This design comes from an exercise in tuning for small area, a short achievable clock period and few clock cycles per item on the open sky130 flow, not from production work.
RTL that was checked went through simulation tests only; none was proved equivalent to the original.

==> inputs of build 26 <==
Design cordic_vec_top, start of the top module:
module cordic_vec_top (
    input  logic clk,
    input  logic rst_n,
    input  logic in_valid,
    output logic in_ready,
    input  logic signed [15:0] x_start,
    input  logic signed [15:0] y_start,
    output logic out_valid,
    input  logic out_ready,
    output logic signed [15:0] mag,
    output logic signed [31:0] theta
);
Settings: LEC_CHECK=0, ABC_CLOCK_PERIOD_IN_PS=2000, CAP_MARGIN=20, CORE_MARGIN=2, CORE_UTILIZATION=40, SLEW_MARGIN=20; clock period 9.0 ns.
run.sh (not shown) runs the stock make flow with config.mk's settings and CLKGATE_MAP_FILE= SYNTH_SCRIPT=/design/flow/synth_recipe.tcl, a recipe that flattens the netlist after the stock synthesis.
==> inputs of build 60, as changes to build 26 <==
--- a/flow/config.mk
+++ b/flow/config.mk
@@ -11,2 +11,3 @@
 export CORE_UTILIZATION = 40
+export SETUP_SLACK_MARGIN = 5
 export SLEW_MARGIN = 20
==> results.txt <==
                                                                             build 60                 build 26
Outcome                                                       complete, no violations  complete, no violations
First-pass iteration count of the detailed router                                   8                        5
Worst slack at placement                                                      2701 ps                  2770 ps
Vias in the first global route                                                 27,722                   26,674
Critical path data required time                                              9370 ps                  9380 ps
Quantity of gates resized following cts                                           199                        0
First-pass GRT wire length                                                   139.6 mm                 134.0 mm
RePlAce Congestion                                                             0.8521                   0.8316
Dpl cells                                                                       5,163                    5,161
Final clock skew                                                             39.18 ps                 42.84 ps
Multi-input gate area                                                     24,710 um^2              22,470 um^2
Highest Clock Rate                                                          201.5 MHz                162.2 MHz
Met3 routed WL                                                               2.865 mm                 2.765 mm
Combined buffer and inverter count along the critical path                          2                        1
Final routed wire length divided by cell count                               15.65 um                 15.10 um
Estimated wirelength of the detail-placed design                             61.48 mm                 60.92 mm
Overall via count from detail_route                                            28,269                   26,835
Detailed Route Iter0 Violations                                                 1,399                    1,427
Global-route track usage on met2                                               0.2907                   0.2708
Fraction of final layout cells sized beyond drive strength 1                   0.1835                  0.06102
Final hold slack                                                             407.0 ps                 411.9 ps
DR vias/cell                                                                    5.127                    5.073
No functional check of the RTL was part of any run of this note.

========
==> inputs of build 15 <==
cordic_vec_top, a different RTL version from the one above (not shown whole).
Design cordic_vec_top, start of the top module:
module cordic_vec_top (
    input  logic clk,
    input  logic rst_n,
    input  logic in_valid,
    output logic in_ready,
    input  logic signed [15:0] x_start,
    input  logic signed [15:0] y_start,
    output logic out_valid,
    input  logic out_ready,
    output logic signed [15:0] mag,
    output logic signed [31:0] theta
);
clock: 9.0 ns
lec_check: 0
abc_clock_period_in_ps: 2000
cap_margin: 20
core_margin: 2
core_utilization: 40
setup_slack_margin: 5
slew_margin: 20
==> trial 43 (differences from build 15) <==
==> flow/flow/run.sh (new file) <==
#!/bin/bash
# Own flow: the standard synthesis and layout (standard.sh), but with the
# post-synthesis / post-CTS / post-route repair_timing aiming at a larger
# setup margin (the clock period and all constraints stay the design's).
set -euo pipefail
MARGIN=$(cat flow/margin.txt)
bash standard.sh synth > synth.log 2>&1
# same make command as standard.sh, with SETUP_SLACK_MARGIN raised
CMD=$(grep '^make ' standard.sh | sed -e 's/"\${@:-finish}"//' -e "s/SETUP_SLACK_MARGIN=[^ ]*//")
eval "$CMD SETUP_SLACK_MARGIN=$MARGIN finish" > layout.log 2>&1
RES=$(ls -d orfs/results/*/cordic_vec_top/base)
: # left out here: write the final layout as DEF
==> flow/flow/margin.txt (new file) <==
6
==> flow/standard.sh (new file) <==
#!/bin/bash
# synth_recipe.tcl (not shown) runs the flow's synth.tcl, then flattens the netlist and writes it again
# the make line also repeats each setting of config.mk as NAME=value (left out here)
make -C /OpenROAD-flow-scripts/flow DESIGN_CONFIG=/design/flow/config.mk WORK_HOME=/design/flow/orfs CLKGATE_MAP_FILE= SYNTH_SCRIPT=/design/flow/synth_recipe.tcl "${@:-finish}"
removed: flow/run.sh
==> notes <==
- Trial 43 finished with timing, DRC and antenna clean. Build 15 completed without violations.
- Design area: trial 43 is larger than build 15 (about 5.5%).
- Between trial 43 and build 15, the lower final cell count is in build 15 (gap about 3%, measured against build 15).
- Against trial 43, the first-iteration DRC count of build 15 is lower by about 2.5%.
- Between trial 43 and build 15, the lower sequential share of layout area is in trial 43 (gap 2.2 points).
- Non-clock buffer count: trial 43 is higher than build 15 (161).
==> figures <==
| item | trial 43 | build 15 |
|---|---|---|
| Status | finished clean | finished clean |
| Clock buffer count | 100 | 99 |
| Tcrit/Tclk final | 0.4007 | 0.4302 |
| Estimated wirelength of the detail-placed design | 62720 um | 62020 um |
| DRC marker count from the first detailed-route iteration | 1468 | 1432 |
| Number of cells on the critical path | 21 | 19 |
| Startpoint of the most critical hold path | s10_d[4] | s10_q[1] |
| Per-cell via count in the routed design | 5.005 | 4.931 |
| Met2 layer wire length in the routed design | 43120 um | 38190 um |
| Detailed-route via count | 28320 | 27080 |
Testbench counts of build 15, summed over its fixed seeds: cycles 16,128, items 16,000.
Testbench counts of trial 43, summed over its fixed seeds: cycles 16,128, items 16,000.

========
==> inputs of trial 85 <==
cordic_vec_top, a different RTL version from the one above (not shown whole).
==> flow/config.mk <==
export PLATFORM = sky130hd
export DESIGN_NAME = cordic_vec_top
export DESIGN_NICKNAME = cordic_vec_top
export VERILOG_FILES = /design/flow/design.v
export SDC_FILE = /design/flow/constraint.sdc
export NUM_CORES = 4
export LEC_CHECK = 0
export ABC_CLOCK_PERIOD_IN_PS = 2000
export CAP_MARGIN = 20
export CORE_MARGIN = 2
export CORE_UTILIZATION = 40
export CTS_CLUSTER_DIAMETER = 90
export CTS_CLUSTER_SIZE = 25
export SETUP_SLACK_MARGIN = 5
export SLEW_MARGIN = 20
==> flow/constraint.sdc <==
create_clock -name core_clock -period 9.0 [get_ports {clk}]
set_input_delay 1.8000 -clock core_clock [delete_from_list [all_inputs] [get_ports {clk}]]
set_output_delay 1.8000 -clock core_clock [all_outputs]
set_load 0.01 [all_outputs]
standard.sh (not shown) runs the stock make flow with config.mk's settings and CLKGATE_MAP_FILE= SYNTH_SCRIPT=/design/flow/synth_recipe.tcl, a recipe that flattens the netlist after the stock synthesis.
==> flow/flow/run.sh <==
#!/bin/bash
# Own flow: the standard synthesis and layout (standard.sh), but with the
# post-synthesis / post-CTS / post-route repair_timing aiming at a larger
# setup margin (the clock period and all constraints stay the design's).
set -euo pipefail
MARGIN=$(cat flow/margin.txt)
bash standard.sh synth > synth.log 2>&1
# same make command as standard.sh, with SETUP_SLACK_MARGIN raised
CMD=$(grep '^make ' standard.sh | sed -e 's/"\${@:-finish}"//' -e "s/SETUP_SLACK_MARGIN=[^ ]*//")
eval "$CMD SETUP_SLACK_MARGIN=$MARGIN finish" > layout.log 2>&1
RES=$(ls -d orfs/results/*/cordic_vec_top/base)
: # left out here: write the final layout as DEF
==> flow/flow/margin.txt <==
5.9
==> trial 60 (differences from trial 85) <==
--- a/flow/design.v
+++ b/flow/design.v
@@ -8,21 +8,21 @@
     output logic out_valid,
     input  logic out_ready,
     output logic signed [15:0] mag,
     output logic signed [31:0] theta
 );
-    logic i_v, o_v, adv;
-    assign adv = ~o_v | out_ready;
+    logic k_v, o_v, adv;
+    assign adv = ~k_v;
     logic rdy_q;
     assign in_ready = rdy_q;
-    logic [15:0] i_x, i_y;
-    always_ff @(posedge clk) if (~i_v) begin i_x <= x_start; i_y <= y_start; end
+    logic o_en;
+    assign o_en = ~o_v | out_ready;
     logic [15:0] s0_x, s0_y;
     logic s0_v;
     logic [15:0] e_x, e_y;
-    assign e_x = i_v ? i_x : x_start;
-    assign e_y = i_v ? i_y : y_start;
+    assign e_x = x_start;
+    assign e_y = y_start;
     logic e_xn, e_yn, e_xz, e_yz, e_sf;
     assign e_xn = e_x[15]; assign e_yn = e_y[15];
     assign e_xz = (e_x == 16'd0); assign e_yz = (e_y == 16'd0);
     assign e_sf = (~e_xn & ~e_xz & ~e_yn) | (e_xn & (e_yn | e_yz));
     logic s0_cyn, s0_cxn, s0_d0;
@@ -3801,16 +3801,16 @@
             s11_v <= 1'b0;
             s12_v <= 1'b0;
             s13_v <= 1'b0;
             s14_v <= 1'b0;
             s15_v <= 1'b0;
-            i_v <= 1'b0;
+            k_v <= 1'b0;
             rdy_q <= 1'b1;
             o_v <= 1'b0;
         end else begin
             if (adv) begin
-                s0_v <= i_v | in_valid;
+                s0_v <= in_valid;
                 s1_v <= s0_v;
                 s2_v <= s1_v;
                 s3_v <= s2_v;
                 s4_v <= s3_v;
                 s5_v <= s4_v;
@@ -3822,18 +3822,22 @@
                 s11_v <= s10_v;
                 s12_v <= s11_v;
                 s13_v <= s12_v;
                 s14_v <= s13_v;
                 s15_v <= s14_v;
-                o_v <= s15_v;
             end
-            i_v <= ~adv & (i_v | in_valid);
-            rdy_q <= adv | ~(i_v | in_valid);
+            k_v <= ~o_en & (k_v | s15_v);
+            rdy_q <= o_en | ~(k_v | s15_v);
+            if (o_en) o_v <= k_v | s15_v;
         end
     end
-    logic [15:0] o_mag;
-    logic [31:0] o_theta;
-    always_ff @(posedge clk) if (adv) begin o_mag <= f_mag; o_theta <= f_theta; end
+    logic [15:0] k_mag, o_mag;
+    logic [31:0] k_theta, o_theta;
+    always_ff @(posedge clk) if (adv) begin k_mag <= f_mag; k_theta <= f_theta; end
+    always_ff @(posedge clk) if (o_en) begin
+        o_mag <= k_v ? k_mag : f_mag;
+        o_theta <= k_v ? k_theta : f_theta;
+    end
     assign out_valid = o_v;
     assign mag = o_mag;
     assign theta = o_theta;
 endmodule
==> notes <==
- Between trial 85 and trial 60, the lower first-iteration DRC count is in trial 85 (gap 8.6%, measured against trial 60).
- Final area is about the same in trial 85 and trial 60.
- Between trial 60 and trial 85, the lower cell count is in trial 85 (gap about 2.8%, measured against trial 85).
- Global-route usage: trial 60 is lower than trial 85 (0.38 points).
- Core utilization: trial 60 is lower than trial 85 (0.82 points).
- Sequential cell count: trial 85 is lower than trial 60 (17).
- Of trial 60 and trial 85, trial 60 has the higher clock-buffer cell count (gap 7).
- In trial 85 the worst setup slack is worse than in trial 60, by 120 ps.
- Synthesized cell count: trial 60 is higher than trial 85 (4.8%).
==> figures <==
| metric | trial 60 | trial 85 |
|---|---|---|
| Final clock-cell share | 2.718% | 2.916% |
| Layout buffering overhead excluding clock cells | 3.443% | 4.105% |
| Vias per std cell | 4.968 | 4.957 |
| Multi-input gate area in the final layout | 20660 µm² | 20670 µm² |
| WP data required | 7200 ps | 9390 ps |
| Type of destination of the critical path | output pin | register |
| Critical path peak fanout | 1 | 10 |
| XOR/XNOR share of the synthesized area | 11.95% | 12.17% |
| Outcome | timing/DRC/antenna clean | timing/DRC/antenna clean |
| Total number of sequential cells | 754 | 737 |
| Last element of the critical path | in_ready | s3_x[16] |
| Source of the worst hold timing path | s6_d[0] | s5_q[1] |
| Layout clock buffer count | 55 | 48 |
| Startpoint-to-endpoint class of the critical path | register to output pin | register to register |
| Setup slack of the worst register-to-register path | 6010 ps | 5820 ps |
| Global-route wire length before repair | 130700 µm | 130900 µm |
| Maximum number of pins on one net before global-route repair | 183 | 181 |
| Total nets after synthesis | 4044 | 3885 |
| Start point of the critical path | rdy_q | s2_y[15] |
Testbench counts of trial 60, summed over its fixed seeds: cycles 16,136, items 16,000.
Only the layout flow was run in trial 85; the RTL was not checked for function there.

-- port drivers added, routing unchanged --
Ports are ideal in the flow. The routed layouts listed here were re-timed in OpenROAD. Step 1 (the two cells are an assumption about what drives the block):
set clk [get_ports {clk}]
set_driving_cell -lib_cell sky130_fd_sc_hd__clkbuf_16 $clk
set_driving_cell -lib_cell sky130_fd_sc_hd__buf_2 [delete_from_list [all_inputs] $clk]
Step 2 also shifts input and output timing later by t, the mid clock arrival at the registers, as if the neighbouring blocks saw the same clock. Three values: no drivers, after step 1, after step 2; two values: the first two.
run	t, ns	slack for setup (ns)	worst hold slack (ns)	latest minus earliest clock arrival (ns)	worst register clock-pin slew, ns
build 26	0.693	2.836 / 2.836 / 2.836	0.412 / 0.412 / 0.412	0.045 / 0.045	0.06 / 0.06
build 60	0.692	4.038 / 4.038 / 4.038	0.407 / 0.407 / 0.407	0.042 / 0.042	0.06 / 0.06
build 15	0.683	5.128 / 5.112 / 4.522	0.397 / 0.397 / 0.397	0.046 / 0.047	0.06 / 0.06
trial 43	0.702	5.394 / 5.394 / 5.294	0.417 / 0.417 / 0.417	0.034 / 0.034	0.06 / 0.06
trial 85	0.693	5.820 / 5.820 / 5.242	0.407 / 0.407 / 0.407	0.030 / 0.030	0.10 / 0.10
trial 60	0.681	5.944 / 5.874 / 5.375	0.409 / 0.409 / 0.409	0.041 / 0.041	0.10 / 0.10
After both steps setup and hold are still met in every run listed. For build 15, which loses most, drivers alone change the setup slack by -0.016 ns; drivers and shift together by -0.606 ns.
